Context: an optimization exercise on an open-source flow, tuned for small area. The choices shown serve that exercise and are no tape-out recipe.
Only simulation tests tie the RTL to the original design; equivalence was not proved.
Power and IR drop assume default switching activity.

== beta ==
## top
module top(reset, clk, ps2clk, ps2data, hsync, vsync, red, green, blue);
input reset, clk;
input ps2clk, ps2data;
output hsync, vsync;
output [2:0] red, green, blue;
reg [1:0] hs;
reg [7:0] hb;
reg [1:0] vs;
reg [7:0] vb;
wire      hw = &hb;
wire      vw = &vb;
always @(posedge clk or posedge reset)
  if (reset) begin
    hs <= 2'd0; hb <= 8'd95; vs <= 2'd0; vb <= 8'd206;
  end else begin
    hb <= hw ? ((hs == 2'd3) ? 8'd94 : 8'd43) : hb + 8'd1;
    if (hw) hs <= hs + 2'd1;
    if (hs == 2'd0 && hb == 8'd95) begin
      vb <= vw ? ((vs == 2'd3) ? 8'd206 : (vs == 2'd0) ? 8'd122 : 8'd123) : vb + 8'd1;
      if (vw) vs <= vs + 2'd1;
    end
  end
assign hsync = ~(hs == 2'd0 && hb >= 8'd111 && hb <= 8'd206);
assign vsync = (vs == 2'd0) && (vb == 8'd219 || vb == 8'd220);
wire r1 = vs == 2'd1;
wire r2 = vs == 2'd2;
wire r3 = vs == 2'd3;
reg [3:0] ps;
wire fe = (ps == 4'd8);
always @(posedge clk or posedge reset)
  if (reset) ps <= 4'd0;
  else if (ps2clk) ps <= (ps < 4'd4) ? ps + 4'd1 : (ps == 4'd4) ? 4'd4 : 4'd1;
  else ps <= (ps >= 4'd4 && ps < 4'd8) ? ps + 4'd1 : 4'd0;
reg [8:0] shift;
reg [3:0] cnt;
reg       f0, p;
wire      found = cnt == 4'd11;    
wire      stop = cnt == 4'd10;
wire      good = ~shift[0] & ps2data & p;
wire [7:0] code = shift[8:1];
always @(posedge clk)
  if (fe && cnt < 4'd9) shift <= {ps2data, shift[8:1]};
always @(posedge clk or posedge reset)
  if (reset) begin
    cnt <= 4'd0; f0 <= 1'b0; p <= 1'b0;
  end else begin
    if (found) cnt <= 4'd0;
    if (fe) begin
      p <= stop ? 1'b0 : p ^ ps2data;
      if (stop) begin
        cnt <= 4'd0;
        if (good) begin
          if (f0) begin f0 <= 1'b0; cnt <= 4'd11; end
          else if (code == 8'hF0) f0 <= 1'b1;
        end
      end else cnt <= cnt + 4'd1;
    end
  end
reg [3:0] zone;
reg       flag;
reg [22:0] counter;
reg [2:0] k;
reg [2:0] s0, s1, s2, s3, s4, s5, s6, s7, cc;
reg       zk;
reg [3:0] zv;
always @* begin
  zk = 1'b1;
  case (code)
    8'h15: zv = 4'b1000;
    8'h16: zv = 4'b0000;
    8'h1E: zv = 4'b0001;
    8'h26: zv = 4'b0010;
    8'h25: zv = 4'b0111;
  ...
==> module top, before the edit <==
module top(reset, clk, ps2clk, ps2data, hsync, vsync, red, green, blue);
input reset, clk;
input ps2clk, ps2data;
output hsync, vsync;
output [2:0] red, green, blue;
reg [1:0] hs;
reg [7:0] hb;
reg [1:0] vs;
reg [7:0] vb;
wire      hw = &hb;
wire      vw = &vb;
always @(posedge clk or posedge reset)
  if (reset) begin
    hs <= 2'd0; hb <= 8'd95; vs <= 2'd0; vb <= 8'd206;
  end else begin
    hb <= hw ? ((hs == 2'd3) ? 8'd94 : 8'd43) : hb + 8'd1;
    if (hw) hs <= hs + 2'd1;
    if (hs == 2'd0 && hb == 8'd95) begin
      vb <= vw ? ((vs == 2'd3) ? 8'd206 : (vs == 2'd0) ? 8'd122 : 8'd123) : vb + 8'd1;
      if (vw) vs <= vs + 2'd1;
    end
  end
assign hsync = ~(hs == 2'd0 && hb >= 8'd111 && hb <= 8'd206);
assign vsync = (vs == 2'd0) && (vb == 8'd219 || vb == 8'd220);
wire r1 = vs == 2'd1;
wire r2 = vs == 2'd2;
wire r3 = vs == 2'd3;
reg [3:0] ps;
wire fe = (ps == 4'd8);
always @(posedge clk or posedge reset)
  if (reset) ps <= 4'd0;
  else if (ps2clk) ps <= (ps < 4'd4) ? ps + 4'd1 : (ps == 4'd4) ? 4'd4 : 4'd1;
  else ps <= (ps >= 4'd4 && ps < 4'd8) ? ps + 4'd1 : 4'd0;
reg [8:0] shift;
reg [3:0] cnt;
reg       f0, p;
wire      found = cnt == 4'd11;    
wire      stop = cnt == 4'd10;
wire      good = ~shift[0] & ps2data & p;
wire [7:0] code = shift[8:1];
always @(posedge clk)
  if (fe && cnt < 4'd9) shift <= {ps2data, shift[8:1]};
always @(posedge clk or posedge reset)
  if (reset) begin
    cnt <= 4'd0; f0 <= 1'b0; p <= 1'b0;
  end else begin
    if (found) cnt <= 4'd0;
    if (fe) begin
      p <= stop ? 1'b0 : p ^ ps2data;
      if (stop) begin
        cnt <= 4'd0;
        if (good) begin
          if (f0) begin f0 <= 1'b0; cnt <= 4'd11; end
          else if (code == 8'hF0) f0 <= 1'b1;
        end
      end else cnt <= cnt + 4'd1;
    end
  end
reg [3:0] zone;
reg       flag;
reg [22:0] counter;
reg [2:0] k;
reg [2:0] s0, s1, s2, s3, s4, s5, s6, s7, cc;
reg       zk;
reg [3:0] zv;
always @* begin
  zk = 1'b1;
  case (code)
    8'h15: zv = 4'b1000;
    8'h16: zv = 4'b0000;
    8'h1E: zv = 4'b0001;
    8'h26: zv = 4'b0010;
    8'h25: zv = 4'b0111;
    8'h2E: zv = 4'b1001;
    8'h36: zv = 4'b0011;
    8'h3D: zv = 4'b0110;
    8'h3E: zv = 4'b0101;
    8'h46: zv = 4'b0100;
    8'h35: zv = 4'b1010;
    8'h3C: zv = 4'b1011;
    8'h4B: zv = 4'b1100;
    default: begin zv = 4'bxxxx; zk = 1'b0; end
  endcase
end
reg       hit;
reg [2:0] ncol;
always @*
  case (code)
    8'h2D: begin hit = 1'b1; ncol = 3'b100; end
    8'h34: begin hit = 1'b1; ncol = 3'b010; end
    8'h24: begin hit = 1'b1; ncol = 3'b011; end
    8'h1D: begin hit = 1'b1; ncol = 3'b111; end
    8'h32: begin hit = 1'b1; ncol = 3'b001; end
    default: begin hit = 1'b0; ncol = 3'bxxx; end
  endcase
wire zQ = zone == 4'b1000;
wire zC = zone == 4'b1001;
wire zY = zone == 4'b1010;
wire zU = zone == 4'b1011;
wire zL = zone == 4'b1100;
wire [2:0] wslot = zone[2:0] + k;
wire       wr    = found & hit & ~zone[3];
wire       ldall = found & (zQ | zY | zU);
wire [7:0] ld    = ({8{wr}} & (8'd1 << wslot)) | {8{ldall}};
wire [2:0] dE    = zQ ? 3'b000 : zY ? 3'b111 : zU ? 3'b101 : ncol;
wire [2:0] dO    = zQ ? 3'b000 : zY ? 3'b011 : zU ? 3'b101 : ncol;
wire       ldc   = found & (zQ | zY | (zC & hit));
wire [2:0] dc    = zQ ? 3'b000 : zY ? 3'b011 : ncol;
wire        en    = !found && !flag;
wire        step  = en && (counter == 23'h4691b0);
wire [22:0] cnext = {counter[21:0], ~(counter[22] ^ counter[17])};
always @(posedge clk or posedge reset)
  if (reset) begin
    zone <= 4'b1000; flag <= 1'b1; counter <= 23'd0; k <= 3'd0;
    s0 <= 3'd0; s1 <= 3'd0; s2 <= 3'd0; s3 <= 3'd0;
    s4 <= 3'd0; s5 <= 3'd0; s6 <= 3'd0; s7 <= 3'd0; cc <= 3'd0;
  end else begin
    if (found & zk) zone <= zv;
    if (found & zQ) flag <= 1'b1;
    if (found & zL) flag <= 1'b0;
    if (en) counter <= step ? 23'd0 : cnext;
    if (found & (zY | zU)) k <= 3'd0;
    else if (step) k <= k + 3'd1;
    if (ld[0]) s0 <= dE;
    if (ld[1]) s1 <= dO;
    if (ld[2]) s2 <= dE;
    if (ld[3]) s3 <= dO;
    if (ld[4]) s4 <= dE;
    if (ld[5]) s5 <= dO;
    if (ld[6]) s6 <= dE;
    if (ld[7]) s7 <= dO;
    if (ldc) cc <= dc;
  end
reg [2:0] rpos;    
always @*
  case ({r1, r2, r3, hs})
    5'b10001: rpos = 3'd0;
    5'b10010: rpos = 3'd1;
    5'b10011: rpos = 3'd2;
    5'b01011: rpos = 3'd3;
    5'b00111: rpos = 3'd4;
    5'b00110: rpos = 3'd5;
    5'b00101: rpos = 3'd6;
    default:  rpos = 3'd7;
  endcase
wire inarea = (r1 | r2 | r3) & (hs != 2'd0);
wire centre = r2 & (hs == 2'd2);
wire [2:0] rslot = rpos + k;
reg  [2:0] rc;
always @*
  case (rslot)
    3'd0: rc = s0; 3'd1: rc = s1; 3'd2: rc = s2; 3'd3: rc = s3;
    3'd4: rc = s4; 3'd5: rc = s5; 3'd6: rc = s6; default: rc = s7;
  endcase
wire [2:0] col = !inarea ? 3'd0 : centre ? cc : rc;
wire snake = col == 3'b101;
assign red   = snake ? ~rslot : {3{col[2]}};
assign green = {3{col[1]}};
assign blue  = {3{col[0] & ~snake}};
endmodule
clock: 40.0 ns
lec_check: 0
cap_margin: 20
core_margin: 2
core_utilization: 70
slew_margin: 20
standard.sh (not shown) runs the stock make flow with config.mk's settings and CLKGATE_MAP_FILE= SYNTH_SCRIPT=/design/flow/synth_recipe.tcl, a recipe that flattens the netlist after the stock synthesis.
==> flow/flow/run.sh <==
#!/bin/bash
# Own layout flow: the standard flow with
#  - an area-oriented ABC script in synthesis (flow/synth.tcl, flow/area.abc),
#  - the smallest buffer on every port,
#  - clock tree synthesis without dummy loads.
set -euo pipefail
W=$PWD
export AREA_ABC_SCRIPT=$W/flow/area.abc
export FLOW_SYNTH_TCL=$W/synth_recipe.tcl
export BUFFER_PORTS_ARGS="-buffer_cell sky130_fd_sc_hd__buf_1"
export CTS_ARGS="-sink_clustering_enable -repair_clock_nets -dont_use_dummy_load -buf_list sky130_fd_sc_hd__clkbuf_8 -sink_clustering_size 25 -sink_clustering_max_diameter 60"
bash standard.sh SYNTH_SCRIPT=$W/flow/synth.tcl synth > $W/synth.log 2>&1
bash standard.sh SYNTH_SCRIPT=$W/flow/synth.tcl finish > $W/layout.log 2>&1
==> flow/flow/area.abc <==
strash
&get -n
&fraig -x
&put
scorr
dc2
strash
&get -n
&deepsyn -T 30
&put
strash
&get -n
&dch -f
&nf -a
&put
topo
dnsize
==> flow/flow/synth.tcl <==
# synth_recipe.tcl with an area-oriented ABC script for the technology mapping.
proc abc {args} {
  set new {}
  set i 0
  while {$i < [llength $args]} {
    set a [lindex $args $i]
    if {$a eq "-script"} {
      lappend new -script $::env(AREA_ABC_SCRIPT)
      incr i 2
    } elseif {$a eq "-D"} {
      lappend new -D 40000
      incr i 2
    } else {
      lappend new $a
      incr i
    }
  }
  yosys abc {*}$new
}
source $::env(FLOW_SYNTH_TCL)
#### Input delta (alpha over beta)
--- a/flow/design.v
+++ b/flow/design.v
@@ -4,54 +4,50 @@
 output hsync, vsync;
 output [2:0] red, green, blue;
 reg [1:0] hs;
 reg [7:0] hb;
-reg [1:0] vs;
-reg [7:0] vb;
+reg [8:0] V;       
+reg       ven;     
 wire      hw = &hb;
-wire      vw = &vb;
 always @(posedge clk or posedge reset)
   if (reset) begin
-    hs <= 2'd0; hb <= 8'd95; vs <= 2'd0; vb <= 8'd206;
+    hs <= 2'd0; hb <= 8'd95; ven <= 1'b0; V <= 9'd0;
   end else begin
     hb <= hw ? ((hs == 2'd3) ? 8'd94 : 8'd43) : hb + 8'd1;
     if (hw) hs <= hs + 2'd1;
-    if (hs == 2'd0 && hb == 8'd95) begin
-      vb <= vw ? ((vs == 2'd3) ? 8'd206 : (vs == 2'd0) ? 8'd122 : 8'd123) : vb + 8'd1;
-      if (vw) vs <= vs + 2'd1;
-    end
+    ven <= (hs == 2'd0) && (hb == 8'd94);
+    if (ven) V <= (V == 9'd449) ? 9'd0 : V + 9'd1;
   end
-assign hsync = ~(hs == 2'd0 && hb >= 8'd111 && hb <= 8'd206);
-assign vsync = (vs == 2'd0) && (vb == 8'd219 || vb == 8'd220);
-wire r1 = vs == 2'd1;
-wire r2 = vs == 2'd2;
-wire r3 = vs == 2'd3;
+assign hsync = ~(hs == 2'd0 && hb >= 8'd111 && hb <= 8'd206);    
+assign vsync = (V == 9'd12) || (V == 9'd13);
+wire r1 = V > 9'd48  && V <= 9'd182;
+wire r2 = V > 9'd182 && V <= 9'd315;
+wire r3 = V > 9'd315 && V <= 9'd448;
 reg [3:0] ps;
 wire fe = (ps == 4'd8);
 always @(posedge clk or posedge reset)
   if (reset) ps <= 4'd0;
   else if (ps2clk) ps <= (ps < 4'd4) ? ps + 4'd1 : (ps == 4'd4) ? 4'd4 : 4'd1;
   else ps <= (ps >= 4'd4 && ps < 4'd8) ? ps + 4'd1 : 4'd0;
 reg [8:0] shift;
 reg [3:0] cnt;
-reg       f0, p;
-wire      found = cnt == 4'd11;    
+reg       f0, found, p;
 wire      stop = cnt == 4'd10;
 wire      good = ~shift[0] & ps2data & p;
 wire [7:0] code = shift[8:1];
 always @(posedge clk)
   if (fe && cnt < 4'd9) shift <= {ps2data, shift[8:1]};
 always @(posedge clk or posedge reset)
   if (reset) begin
-    cnt <= 4'd0; f0 <= 1'b0; p <= 1'b0;
+    cnt <= 4'd0; f0 <= 1'b0; found <= 1'b0; p <= 1'b0;
   end else begin
-    if (found) cnt <= 4'd0;
+    found <= 1'b0;
     if (fe) begin
       p <= stop ? 1'b0 : p ^ ps2data;
       if (stop) begin
         cnt <= 4'd0;
         if (good) begin
-          if (f0) begin f0 <= 1'b0; cnt <= 4'd11; end
+          if (f0) begin f0 <= 1'b0; found <= 1'b1; end
           else if (code == 8'hF0) f0 <= 1'b1;
         end
       end else cnt <= cnt + 4'd1;
     end
Notes after the runs:
- On average size of a mapped cell: between beta and alpha, it ends up higher for alpha.
- Compared with beta, alpha shows a higher cell depth of the worst flop-to-flop path.
- Portion of total power attributed to combinational logic in alpha is 8.5 points below beta.
- Compared to beta, alpha has final cell area excluding filler cells 170 µm² lower.
- Of beta and alpha, the lower total of fill cells in the finished design belongs to beta.
- As of alpha, synthesized area had fallen by a few percent compared to beta.
- Compared with beta, alpha shows number of cells produced by synthesis that has gone down by more than 10%.
- Sort beta and alpha by number of sinks handled by clock tree synthesis, ascending, and beta comes first.
- For beta, the termination of the worst setup path was blue[1], unlike alpha, where it was red[2].
- From beta to alpha the numbers moved as follows: worst slew margin relative to its limit moved up, met1 track utilization from global routing moved up, part of the cycle the worst path needs moved up.
- Worst voltage drop across the vdd grid delta for alpha relative to beta: 2.8% higher
- alpha ends up with a number of global-route vias before repair that is 6.6% lower than in beta.

## separate check: timing with driven ports
How much do the figures lean on ideal ports? The routed layouts below were timed once more, with nothing changed but the port constraints.
Step 1, drivers: a clkbuf_16 drives clk and a buf_2 each remaining input, both assumed.
Step 2 adds t to the input delays and takes it off the output delays; t is the mean of the earliest and latest rising clock arrival at the registers after step 1. Input paths then give back, and output paths get back, about the clock's delay inside the block.
a / b / c = ideal ports / drivers / drivers and shift; a / b = the first two.
| run | t (ns) | slack for setup (ns) | worst setup path at the end | slew at the worst register clock pin (ns) |
|---|---|---|---|---|
| beta | 0.373 | 27.497 / 27.469 / 27.842 | register to output | 0.10 / 0.10 |
| alpha | 0.381 | 27.218 / 27.188 / 27.569 | register to output | 0.10 / 0.10 |
After both steps setup and hold are still met in every run listed.
